Background: an optimization exercise with open tools, aiming at small area, a short achievable clock period and few clock cycles. Do not read the settings as production practice.
Function was checked by simulation only, so behaviour that the tests miss may differ from the original.
Power is estimated from default activity; no workload was simulated.

==> inputs of run R <==
==> flow/design.v <==
module core (
    input   logic         clk_i,
    input   logic         rstn_i,
    output  logic [31:0]  imem_addr_o,
    input   logic [31:0]  imem_rdata_i,
    output  logic [31:0]  dmem_addr_o,
    output  logic [3:0]   dmem_we_o,
    output  logic [31:0]  dmem_wdata_o,
    input   logic [31:0]  dmem_rdata_i,
    output  logic [31:0]  reg_o
  );
  localparam logic [6:0] OP_LUI    = 7'b0110111;
  localparam logic [6:0] OP_AUIPC  = 7'b0010111;
  localparam logic [6:0] OP_JAL    = 7'b1101111;
  localparam logic [6:0] OP_JALR   = 7'b1100111;
  localparam logic [6:0] OP_BRANCH = 7'b1100011;
  localparam logic [6:0] OP_LOAD   = 7'b0000011;
  localparam logic [6:0] OP_STORE  = 7'b0100011;
  localparam logic [6:0] OP_ALUI   = 7'b0010011;
  localparam logic [6:0] OP_ALU    = 7'b0110011;
  logic [31:2] pc_d;         
  logic        d_valid;      
  logic [31:0] ex_a, ex_b, ex_c;
  logic        ex_cin;
  logic        ex_we, ex_load, ex_store, ex_branch, ex_jump, ex_jalr;
  logic [4:0]  ex_rd;
  logic [2:0]  ex_f3;
  logic        ex_sel_add, ex_sel_slt, ex_sel_sltu, ex_sel_xor, ex_sel_or, ex_sel_and;
  logic        ex_sel_sr, ex_sel_sl, ex_sel_link, ex_sra;
  logic        wb_we, wb_load;
  logic [4:0]  wb_rd;
  logic [2:0]  wb_f3;
  logic [31:0] wb_res;
  logic [31:0] rf_q [31:1];
  logic [31:1] rf_v;
  logic [32:0] sum;
  logic        eq, ltu, lt, cond, redirect;
  logic [31:0] shr, shl, alu_res, ex_res;
  logic [31:2] target;
  assign sum = {1'b0, ex_a} + {1'b0, ex_b} + {32'd0, ex_cin};
  assign eq  = &(ex_a ^ ex_b);                          
  assign ltu = ~sum[32];
  assign lt  = (ex_a[31] == ex_b[31]) ? ex_a[31] : ltu;
  assign cond     = (ex_f3[2] ? (ex_f3[1] ? ltu : lt) : eq) ^ ex_f3[0];
  assign redirect = ex_jump | (ex_branch & cond);
  assign target   = ex_jalr ? sum[31:2] : ex_c[31:2];
  assign shr = 32'($signed({ex_sra & ex_a[31], ex_a}) >>> ex_b[4:0]);
  always_comb
    for (int i = 0; i < 32; i++) shl[i] = shr[31-i];
  assign alu_res = ({32{ex_sel_add}}  & sum[31:0])
                 | ({32{ex_sel_slt}}  & {31'd0, lt})
                 | ({32{ex_sel_sltu}} & {31'd0, ltu})
                 | ({32{ex_sel_xor}}  & (ex_a ^ ex_b))
                 | ({32{ex_sel_or}}   & (ex_a | ex_b))
                 | ({32{ex_sel_and}}  & (ex_a & ex_b))
                 | ({32{ex_sel_sr}}   & shr)
                 | ({32{ex_sel_sl}}   & shl);
  assign ex_res  = ex_sel_link ? ex_c : alu_res;
  assign dmem_addr_o = sum[31:0];
  always_comb begin
    dmem_we_o = 4'b0000;
    if (ex_store && !ex_f3[2]) begin
      case (ex_f3[1:0])
        2'b00:   dmem_we_o = 4'b0001 << sum[1:0];
        2'b01:   dmem_we_o = sum[1] ? 4'b1100 : 4'b0011;
        2'b10:   dmem_we_o = 4'b1111;
        default: dmem_we_o = 4'b0000;
      endcase
    end
  end
  always_comb begin
    case (ex_f3[1:0])
      2'b00:   dmem_wdata_o = {4{ex_c[7:0]}};
      2'b01:   dmem_wdata_o = {2{ex_c[15:0]}};
      default: dmem_wdata_o = ex_c;
    endcase
  end
  always_ff @(posedge clk_i or negedge rstn_i) begin
    if (!rstn_i)
      reg_o <= 32'd0;
    else if (ex_store && sum[31:0] == 32'h00010000)
      reg_o <= ex_c;
  end
  logic [31:0] ld_word, wb_data;
  logic [15:0] ld_half;
  logic [7:0]  ld_byte;
  assign ld_half = wb_res[1] ? dmem_rdata_i[31:16] : dmem_rdata_i[15:0];
  assign ld_byte = wb_res[0] ? ld_half[15:8] : ld_half[7:0];
  always_comb begin
    case (wb_f3)
      3'b000:  ld_word = {{24{ld_byte[7]}}, ld_byte};
      3'b001:  ld_word = {{16{ld_half[15]}}, ld_half};
      3'b100:  ld_word = {24'd0, ld_byte};
      3'b101:  ld_word = {16'd0, ld_half};
      default: ld_word = dmem_rdata_i;
    endcase
  end
  assign wb_data = wb_load ? ld_word : wb_res;
  always_ff @(posedge clk_i)
    if (wb_we) rf_q[wb_rd] <= wb_data;
  always_ff @(posedge clk_i or negedge rstn_i) begin
    if (!rstn_i)
      rf_v <= '0;
    else if (wb_we)
      rf_v[wb_rd] <= 1'b1;
  end
  logic [31:0] inst;
  logic [6:0]  op;
  logic [2:0]  f3;
  logic [4:0]  rs1, rs2, rd;
  logic        is_lui, is_auipc, is_jal, is_jalr, is_branch, is_load, is_store, is_alui, is_alu;
  logic        uses_rs1, uses_rs2, writes_rd, stall, go;
  assign inst = imem_rdata_i;
  assign op   = inst[6:0];
  assign f3   = inst[14:12];
  assign rs1  = inst[19:15];
  assign rs2  = inst[24:20];
  assign rd   = inst[11:7];
  assign is_lui    = (op == OP_LUI);
  assign is_auipc  = (op == OP_AUIPC);
  assign is_jal    = (op == OP_JAL);
  assign is_jalr   = (op == OP_JALR);
  assign is_branch = (op == OP_BRANCH);
  assign is_load   = (op == OP_LOAD);
  assign is_store  = (op == OP_STORE);
  assign is_alui   = (op == OP_ALUI);
  assign is_alu    = (op == OP_ALU);
  assign uses_rs1  = is_jalr | is_branch | is_load | is_store | is_alui | is_alu;
  assign uses_rs2  = is_branch | is_store | is_alu;
  assign writes_rd = (is_lui | is_auipc | is_jal | is_jalr | is_load | is_alui | is_alu) &&
                     (rd != 5'd0);
  assign stall = ex_load && ex_we &&
                 ((uses_rs1 && rs1 == ex_rd) || (uses_rs2 && rs2 == ex_rd));
  assign go    = d_valid && !stall && !redirect;
  logic [31:0] rf1, rf2;
  always_comb begin
    rf1 = 32'd0;
    rf2 = 32'd0;
    for (int i = 1; i < 32; i++) begin
      rf1 = rf1 | ({32{rf_v[i] && rs1 == 5'(i)}} & rf_q[i]);
      rf2 = rf2 | ({32{rf_v[i] && rs2 == 5'(i)}} & rf_q[i]);
    end
  end
  logic [31:0] r1, r2;
  always_comb begin
    if (ex_we && rs1 == ex_rd)
      r1 = ex_res;
    else if (wb_we && rs1 == wb_rd)
      r1 = wb_data;
    else
      r1 = rf1;
  end
  always_comb begin
    if (ex_we && rs2 == ex_rd)
      r2 = ex_res;
    else if (wb_we && rs2 == wb_rd)
      r2 = wb_data;
    else
      r2 = rf2;
  end
  logic [31:0] imm_i, imm_s, imm_b, imm_u, imm_j, imm;
  assign imm_i = {{20{inst[31]}}, inst[31:20]};
  assign imm_s = {{20{inst[31]}}, inst[31:25], inst[11:7]};
  assign imm_b = {{19{inst[31]}}, inst[31], inst[7], inst[30:25], inst[11:8], 1'b0};
  assign imm_u = {inst[31:12], 12'd0};
  assign imm_j = {{11{inst[31]}}, inst[31], inst[19:12], inst[20], inst[30:21], 1'b0};
  always_comb begin
    if (is_store)                imm = imm_s;
    else if (is_lui || is_auipc) imm = imm_u;
    else                         imm = imm_i;
  end
  logic sub, slt, sltu, xor_, or_, and_, sr, sl, sra, add;
  logic f7b5;
  assign f7b5 = inst[30];
  always_comb begin
    sub = 1'b0; slt = 1'b0; sltu = 1'b0; xor_ = 1'b0; or_ = 1'b0; and_ = 1'b0;
    sr = 1'b0; sl = 1'b0; sra = 1'b0;
    if (is_alu || is_alui) begin
      case (f3)
        3'b000: sub  = is_alu && f7b5;
        3'b001: sl   = 1'b1;
        3'b010: slt  = 1'b1;
        3'b011: sltu = 1'b1;
        3'b100: xor_ = 1'b1;
        3'b101: begin sr = 1'b1; sra = f7b5; end
        3'b110: or_  = 1'b1;
        3'b111: and_ = 1'b1;
      endcase
    end
  end
  assign add = !(slt || sltu || xor_ || or_ || and_ || sr || sl || is_jalr);
  logic        inv;
  logic [31:2] pc_inc, pc_tgt;
  logic [31:0] a_n, b_n, c_n, r1_rev;
  assign inv    = sub || slt || sltu || is_branch;
  assign pc_inc = pc_d + 30'd1;
  assign pc_tgt = pc_d + (is_jal ? imm_j[31:2] : imm_b[31:2]);
  always_comb
    for (int i = 0; i < 32; i++) r1_rev[i] = r1[31-i];
  always_comb begin
    if (is_lui)                 a_n = 32'd0;
    else if (is_auipc || is_jal) a_n = {pc_d, 2'b00};
    else if (sl)                a_n = r1_rev;
    else                        a_n = r1;
    if (is_jal)                 b_n = 32'd4;
    else if (is_alu || is_branch) b_n = r2 ^ {32{inv}};
    else                        b_n = imm ^ {32{inv}};
    if (is_store)               c_n = r2;
    else if (is_jalr)           c_n = {pc_inc, 2'b00};
    else                        c_n = {pc_tgt, 2'b00};
  end
  logic [31:2] fa;
  always_comb begin
    if (!d_valid)      fa = pc_d;
    else if (redirect) fa = target;
    else               fa = pc_inc;
  end
  assign imem_addr_o = {fa, 2'b00};
  always_ff @(posedge clk_i or negedge rstn_i) begin
    if (!rstn_i) begin
      pc_d      <= '0;
      d_valid   <= 1'b0;
      ex_we     <= 1'b0;
      ex_load   <= 1'b0;
      ex_store  <= 1'b0;
      ex_branch <= 1'b0;
      ex_jump   <= 1'b0;
      wb_we     <= 1'b0;
    end else begin
      if (!stall) pc_d <= fa;
      d_valid   <= !stall;
      ex_we     <= go && writes_rd;
      ex_load   <= go && is_load;
      ex_store  <= go && is_store;
      ex_branch <= go && is_branch;
      ex_jump   <= go && (is_jal || is_jalr);
      wb_we     <= ex_we;
    end
  end
  always_ff @(posedge clk_i) begin
    ex_a        <= a_n;
    ex_b        <= b_n;
    ex_c        <= c_n;
    ex_cin      <= inv;
    ex_rd       <= rd;
    ex_f3       <= f3;
    ex_jalr     <= is_jalr;
    ex_sel_add  <= add;
    ex_sel_slt  <= slt;
    ex_sel_sltu <= sltu;
    ex_sel_xor  <= xor_;
    ex_sel_or   <= or_;
    ex_sel_and  <= and_;
    ex_sel_sr   <= sr;
    ex_sel_sl   <= sl;
    ex_sel_link <= is_jalr;
    ex_sra      <= sra;
    wb_rd       <= ex_rd;
    wb_f3       <= ex_f3;
    wb_load     <= ex_load;
    wb_res      <= ex_res;
  end
endmodule
==> flow/run.sh <==
#!/bin/bash
# synth_recipe.tcl (not shown) runs the flow's synth.tcl, then flattens the netlist and writes it again
# the make line also repeats each setting of config.mk as NAME=value (left out here)
make -C /OpenROAD-flow-scripts/flow DESIGN_CONFIG=/design/flow/config.mk WORK_HOME=/design/flow/orfs CLKGATE_MAP_FILE= SYNTH_SCRIPT=/design/flow/synth_recipe.tcl finish
==> flow/config.mk <==
export PLATFORM = sky130hd
export DESIGN_NAME = core
export DESIGN_NICKNAME = core
export VERILOG_FILES = /design/flow/design.v
export SDC_FILE = /design/flow/constraint.sdc
export NUM_CORES = 4
export LEC_CHECK = 0
export CAP_MARGIN = 20
export CELL_PAD_IN_SITES_DETAIL_PLACEMENT = 1
export CELL_PAD_IN_SITES_GLOBAL_PLACEMENT = 2
export CORE_MARGIN = 2
export CORE_UTILIZATION = 35
export PLACE_DENSITY = 0.55
export SETUP_SLACK_MARGIN = 5.0
export SLEW_MARGIN = 20
==> flow/constraint.sdc <==
create_clock -name core_clock -period 11.0 [get_ports {clk_i}]
set_input_delay 2.2000 -clock core_clock [delete_from_list [all_inputs] [get_ports {clk_i}]]
set_output_delay 2.2000 -clock core_clock [all_outputs]
set_load 0.01 [all_outputs]
==> run C (differences from run R) <==
==> flow/design.v, changed modules only <==
module core (
    input   logic         clk_i,
    input   logic         rstn_i,
    output  logic [31:0]  imem_addr_o,
    input   logic [31:0]  imem_rdata_i,
    output  logic [31:0]  dmem_addr_o,
    output  logic [3:0]   dmem_we_o,
    output  logic [31:0]  dmem_wdata_o,
    input   logic [31:0]  dmem_rdata_i,
    output  logic [31:0]  reg_o
  );
  localparam logic [6:0] OP_LUI    = 7'b0110111;
  localparam logic [6:0] OP_AUIPC  = 7'b0010111;
  localparam logic [6:0] OP_JAL    = 7'b1101111;
  localparam logic [6:0] OP_JALR   = 7'b1100111;
  localparam logic [6:0] OP_BRANCH = 7'b1100011;
  localparam logic [6:0] OP_LOAD   = 7'b0000011;
  localparam logic [6:0] OP_STORE  = 7'b0100011;
  localparam logic [6:0] OP_ALUI   = 7'b0010011;
  localparam logic [6:0] OP_ALU    = 7'b0110011;
  logic [31:2] pc_d;         
  logic [31:2] pc_seq;       
  logic        d_valid;      
  logic [31:0] ex_a, ex_b, ex_c;
  logic        ex_cin;
  logic        ex_we, ex_load, ex_store, ex_jal, ex_jalr;
  logic        ex_t_eq, ex_t_ne, ex_t_lt, ex_t_ge;
  logic [4:0]  ex_rd;
  logic [2:0]  ex_f3;
  logic        ex_sel_add, ex_sel_slt, ex_sel_xor, ex_sel_or, ex_sel_and;
  logic        ex_sel_sr, ex_sel_sl, ex_sel_link, ex_sra;
  logic        wb_we, wb_load;
  logic [4:0]  wb_rd;
  logic [2:0]  wb_f3;
  logic [31:0] wb_res;
  logic [31:0] rf_q [31:1];
  logic [31:1] rf_v;
  logic [31:0] g0, p0, gk, pk, gn, pn;
  logic [32:0] cy;
  logic [31:0] sum;
  assign g0 = ex_a & ex_b;
  assign p0 = ex_a ^ ex_b;
  always_comb begin
    gk = g0;
    pk = p0;
    gk[0] = g0[0] | (p0[0] & ex_cin);
    for (int d = 1; d < 32; d = d * 2) begin
      gn = gk;
      pn = pk;
      for (int i = d; i < 32; i++) begin
        gn[i] = gk[i] | (pk[i] & gk[i-d]);
        pn[i] = pk[i] & pk[i-d];
      end
      gk = gn;
      pk = pn;
    end
    cy = {gk, ex_cin};
  end
  assign sum = p0 ^ cy[31:0];
  logic eq, ltu, taken, redirect;
  assign eq  = &p0;
  assign ltu = ~cy[32];
  assign taken    = ex_jal | (ex_t_eq & eq) | (ex_t_ne & ~eq) | (ex_t_lt & ltu) | (ex_t_ge & ~ltu);
  assign redirect = taken | ex_jalr;
  logic [31:0] a_rev, sh_in, shr, shl;
  always_comb
    for (int i = 0; i < 32; i++) a_rev[i] = ex_a[31-i];
  assign sh_in = ex_sel_sl ? a_rev : ex_a;
  assign shr   = 32'($signed({ex_sra & ex_a[31], sh_in}) >>> ex_b[4:0]);
  always_comb
    for (int i = 0; i < 32; i++) shl[i] = shr[31-i];
  logic [31:0] ex_res;
  assign ex_res = ({32{ex_sel_add}}  & sum)
                | ({32{ex_sel_slt}}  & {31'd0, ltu})
                | ({32{ex_sel_xor}}  & p0)
                | ({32{ex_sel_or}}   & (ex_a | ex_b))
                | ({32{ex_sel_and}}  & g0)
                | ({32{ex_sel_sr}}   & shr)
                | ({32{ex_sel_sl}}   & shl)
                | ({32{ex_sel_link}} & ex_c);
  assign dmem_addr_o = sum;
  always_comb begin
    dmem_we_o = 4'b0000;
    if (ex_store && !ex_f3[2]) begin
      case (ex_f3[1:0])
        2'b00:   dmem_we_o = 4'b0001 << sum[1:0];
        2'b01:   dmem_we_o = sum[1] ? 4'b1100 : 4'b0011;
        2'b10:   dmem_we_o = 4'b1111;
        default: dmem_we_o = 4'b0000;
      endcase
    end
  end
  always_comb begin
    case (ex_f3[1:0])
      2'b00:   dmem_wdata_o = {4{ex_c[7:0]}};
      2'b01:   dmem_wdata_o = {2{ex_c[15:0]}};
      default: dmem_wdata_o = ex_c;
    endcase
  end
  always_ff @(posedge clk_i or negedge rstn_i) begin
    if (!rstn_i)
      reg_o <= 32'd0;
    else if (ex_store && sum == 32'h00010000)
      reg_o <= ex_c;
  end
  logic [31:0] ld_word, wb_data;
  logic [15:0] ld_half;
  logic [7:0]  ld_byte;
  assign ld_half = wb_res[1] ? dmem_rdata_i[31:16] : dmem_rdata_i[15:0];
  assign ld_byte = wb_res[0] ? ld_half[15:8] : ld_half[7:0];
  always_comb begin
    case (wb_f3)
      3'b000:  ld_word = {{24{ld_byte[7]}}, ld_byte};
      3'b001:  ld_word = {{16{ld_half[15]}}, ld_half};
      3'b100:  ld_word = {24'd0, ld_byte};
      3'b101:  ld_word = {16'd0, ld_half};
      default: ld_word = dmem_rdata_i;
    endcase
  end
  assign wb_data = wb_load ? ld_word : wb_res;
  always_ff @(posedge clk_i)
    if (wb_we) rf_q[wb_rd] <= wb_data;
  always_ff @(posedge clk_i or negedge rstn_i) begin
    if (!rstn_i)
      rf_v <= '0;
    else if (wb_we)
      rf_v[wb_rd] <= 1'b1;
  end
  logic [31:0] inst;
  logic [6:0]  op;
  logic [2:0]  f3;
  logic [4:0]  rs1, rs2, rd;
  logic        is_lui, is_auipc, is_jal, is_jalr, is_branch, is_load, is_store, is_alui, is_alu;
  logic        uses_rs1, uses_rs2, writes_rd, stall, go;
  assign inst = imem_rdata_i;
  assign op   = inst[6:0];
  assign f3   = inst[14:12];
  assign rs1  = inst[19:15];
  assign rs2  = inst[24:20];
  assign rd   = inst[11:7];
  assign is_lui    = (op == OP_LUI);
  assign is_auipc  = (op == OP_AUIPC);
  assign is_jal    = (op == OP_JAL);
  assign is_jalr   = (op == OP_JALR);
  assign is_branch = (op == OP_BRANCH);
  assign is_load   = (op == OP_LOAD);
  assign is_store  = (op == OP_STORE);
  assign is_alui   = (op == OP_ALUI);
  assign is_alu    = (op == OP_ALU);
  assign uses_rs1  = is_jalr | is_branch | is_load | is_store | is_alui | is_alu;
  assign uses_rs2  = is_branch | is_store | is_alu;
  assign writes_rd = (is_lui | is_auipc | is_jal | is_jalr | is_load | is_alui | is_alu) &&
                     (rd != 5'd0);
  assign stall = d_valid && ex_load && ex_we &&
                 ((uses_rs1 && rs1 == ex_rd) || (uses_rs2 && rs2 == ex_rd));
  assign go    = d_valid && !stall && !redirect;
  logic [31:0] rf1, rf2;
  always_comb begin
    rf1 = 32'd0;
    rf2 = 32'd0;
    for (int i = 1; i < 32; i++) begin
      rf1 = rf1 | ({32{rf_v[i] && rs1 == 5'(i)}} & rf_q[i]);
      rf2 = rf2 | ({32{rf_v[i] && rs2 == 5'(i)}} & rf_q[i]);
    end
  end
  logic [31:0] r1, r2;
  always_comb begin
    if (ex_we && rs1 == ex_rd)      r1 = ex_res;
    else if (wb_we && rs1 == wb_rd) r1 = wb_data;
    else                            r1 = rf1;
    if (ex_we && rs2 == ex_rd)      r2 = ex_res;
    else if (wb_we && rs2 == wb_rd) r2 = wb_data;
    else                            r2 = rf2;
  end
  logic [31:0] imm_i, imm_s, imm_b, imm_u, imm_j, imm;
  assign imm_i = {{20{inst[31]}}, inst[31:20]};
  assign imm_s = {{20{inst[31]}}, inst[31:25], inst[11:7]};
  assign imm_b = {{19{inst[31]}}, inst[31], inst[7], inst[30:25], inst[11:8], 1'b0};
  assign imm_u = {inst[31:12], 12'd0};
  assign imm_j = {{11{inst[31]}}, inst[31], inst[19:12], inst[20], inst[30:21], 1'b0};
  always_comb begin
    if (is_store)                imm = imm_s;
    else if (is_lui || is_auipc) imm = imm_u;
    else                         imm = imm_i;
  end
  logic sub, slt, sltu, xor_, or_, and_, sr, sl, sra, add;
  logic f7b5;
  assign f7b5 = inst[30];
  always_comb begin
    sub = 1'b0; slt = 1'b0; sltu = 1'b0; xor_ = 1'b0; or_ = 1'b0; and_ = 1'b0;
    sr = 1'b0; sl = 1'b0; sra = 1'b0;
    if (is_alu || is_alui) begin
      case (f3)
        3'b000: sub  = is_alu && f7b5;
        3'b001: sl   = 1'b1;
        3'b010: slt  = 1'b1;
        3'b011: sltu = 1'b1;
        3'b100: xor_ = 1'b1;
        3'b101: begin sr = 1'b1; sra = f7b5; end
        3'b110: or_  = 1'b1;
        3'b111: and_ = 1'b1;
      endcase
    end
  end
  assign add = !(slt || sltu || xor_ || or_ || and_ || sr || sl || is_jalr);
  logic br_eq, br_ne, br_lt, br_ge, scmp;
  assign br_eq = is_branch && f3[2:1] == 2'b00 && !f3[0];
  assign br_ne = is_branch && f3[2:1] == 2'b00 &&  f3[0];
  assign br_lt = is_branch && f3[2] && !f3[0];
  assign br_ge = is_branch && f3[2] &&  f3[0];
  assign scmp  = slt || (is_branch && f3[2] && !f3[1]);
  logic        inv;
  logic [31:2] pc_tgt;
  logic [31:0] a_n, b_n, c_n;
  assign inv    = sub || slt || sltu || is_branch;
  assign pc_tgt = pc_d + (is_jal ? imm_j[31:2] : imm_b[31:2]);
  always_comb begin
    if (is_lui)                   a_n = 32'd0;
    else if (is_auipc || is_jal)  a_n = {pc_d, 2'b00};
    else                          a_n = r1;
    a_n[31] = a_n[31] ^ scmp;
    if (is_jal)                   b_n = 32'd4;
    else if (is_alu || is_branch) b_n = r2 ^ {32{inv}};
    else                          b_n = imm ^ {32{inv}};
    b_n[31] = b_n[31] ^ scmp;
    if (is_store)                 c_n = r2;
    else if (is_jalr)             c_n = {pc_seq, 2'b00};
    else                          c_n = {pc_tgt, 2'b00};
  end
  logic [31:2] fa;
  always_comb begin
    if (taken)                         fa = ex_c[31:2];
    else if (ex_jalr)                  fa = sum[31:2];
    else                               fa = pc_seq;
  end
  assign imem_addr_o = {fa, 2'b00};
  always_ff @(posedge clk_i or negedge rstn_i) begin
    if (!rstn_i) begin
      pc_seq    <= '0;
      d_valid   <= 1'b0;
      ex_we     <= 1'b0;
      ex_load   <= 1'b0;
      ex_store  <= 1'b0;
      ex_jal    <= 1'b0;
      ex_jalr   <= 1'b0;
      ex_t_eq   <= 1'b0;
      ex_t_ne   <= 1'b0;
      ex_t_lt   <= 1'b0;
      ex_t_ge   <= 1'b0;
      wb_we     <= 1'b0;
    end else begin
      pc_seq    <= stall ? pc_d : fa + 30'd1;
      d_valid   <= !stall;
      ex_we     <= go && writes_rd;
      ex_load   <= go && is_load;
      ex_store  <= go && is_store;
      ex_jal    <= go && is_jal;
      ex_jalr   <= go && is_jalr;
      ex_t_eq   <= go && br_eq;
      ex_t_ne   <= go && br_ne;
      ex_t_lt   <= go && br_lt;
      ex_t_ge   <= go && br_ge;
      wb_we     <= ex_we;
    end
  end
  always_ff @(posedge clk_i) begin
    if (!stall) pc_d <= fa;
    ex_a        <= a_n;
    ex_b        <= b_n;
    ex_c        <= c_n;
    ex_cin      <= inv;
    ex_rd       <= rd;
    ex_f3       <= f3;
    ex_sel_add  <= add;
    ex_sel_slt  <= slt || sltu;
    ex_sel_xor  <= xor_;
    ex_sel_or   <= or_;
    ex_sel_and  <= and_;
    ex_sel_sr   <= sr;
    ex_sel_sl   <= sl;
    ex_sel_link <= is_jalr;
    ex_sra      <= sra;
    wb_rd       <= ex_rd;
    wb_f3       <= ex_f3;
    wb_load     <= ex_load;
    wb_res      <= ex_res;
  end
endmodule
- CTS_CLUSTER_DIAMETER: default -> 80
- CTS_CLUSTER_SIZE: default -> 30
==> run Y (differences from run R) <==
--- a/flow/design.v
+++ b/flow/design.v
@@ -132,31 +132,26 @@
   assign stall = ex_load && ex_we &&
                  ((uses_rs1 && rs1 == ex_rd) || (uses_rs2 && rs2 == ex_rd));
   assign go    = d_valid && !stall && !redirect;
-  logic [31:0] rf1, rf2;
-  always_comb begin
-    rf1 = 32'd0;
-    rf2 = 32'd0;
-    for (int i = 1; i < 32; i++) begin
-      rf1 = rf1 | ({32{rf_v[i] && rs1 == 5'(i)}} & rf_q[i]);
-      rf2 = rf2 | ({32{rf_v[i] && rs2 == 5'(i)}} & rf_q[i]);
-    end
-  end
   logic [31:0] r1, r2;
   always_comb begin
     if (ex_we && rs1 == ex_rd)
       r1 = ex_res;
     else if (wb_we && rs1 == wb_rd)
       r1 = wb_data;
+    else if (rs1 != 5'd0 && rf_v[rs1])
+      r1 = rf_q[rs1];
     else
-      r1 = rf1;
+      r1 = 32'd0;
   end
   always_comb begin
     if (ex_we && rs2 == ex_rd)
       r2 = ex_res;
     else if (wb_we && rs2 == wb_rd)
       r2 = wb_data;
+    else if (rs2 != 5'd0 && rf_v[rs2])
+      r2 = rf_q[rs2];
     else
-      r2 = rf2;
+      r2 = 32'd0;
   end
   logic [31:0] imm_i, imm_s, imm_b, imm_u, imm_j, imm;
   assign imm_i = {{20{inst[31]}}, inst[31:20]};
- SETUP_SLACK_MARGIN: 5.0 -> 1.0
==> qor.txt <==
Worst-Skew Late Latency -> 0.82 ns
Comb power frac -> 0.226
Clk network pwr share -> 0.359
Seq cells -> 1248
Worst reg2reg path startpoint -> ex_b[4]
Outcome -> finished clean
# the run above: run Y

==> qor.txt <==
Seq cells -> 1248
GRT Resource Usage Total -> 0.4557
Worst reg2reg path startpoint -> ex_b[0]
Outcome -> finished clean
Share of cells above drive strength 1 -> 0.2111
Clk network pwr share -> 0.374
# the run above: run R

==> qor.txt <==
Outcome -> finished clean
Final setup violation count -> 0
Max FFs per register -> 992
DRC -> 0
Core ar. -> 182700 um2
Initial antenna violation count -> 20
Comb power frac -> 0.204
Worst reg2reg path startpoint -> ex_b[0]
# the run above: run C

Testbench counts of run R, summed over its fixed seeds: cycles 335,727.
Testbench counts of run C, summed over its fixed seeds: cycles 335,727.
Testbench counts of run Y, summed over its fixed seeds: cycles 335,727.

-- afterwards: timing with drivers on the ports --
The flow's constraints put no driver on any port. The routed layouts listed below were extracted and timed again, unchanged, in two steps. Step 1, drivers: a clkbuf_16 drives clk_i and a buf_2 each remaining input, both assumed. Step 2, shift: input delay + t, output delay - t, t = (earliest + latest rising clock arrival at the registers) / 2. This alone moves slack from input paths to output paths. Slacks: ideal / step 1 / step 2; pairs: ideal / step 1.
| run | t (ns) | setup slack, ns | worst setup path after step 2 | clock arrival spread, ns | worst data-port slew with drivers (ns) |
|---|---|---|---|---|---|
| run R | 0.923 | 4.383 / 4.295 / 3.883 | input to register | 0.034 / 0.034 | 0.08 |
| run C | 0.874 | 4.652 / 4.559 / 4.022 | input to register | 0.056 / 0.056 | 0.05 |
| run Y | 0.893 | 2.675 / 2.587 / 3.330 | input to register | 0.037 / 0.037 | 0.18 |
After both steps setup and hold are still met in every run listed. For run C, which loses most, drivers alone change the setup slack by -0.093 ns; drivers and shift together by -0.630 ns.
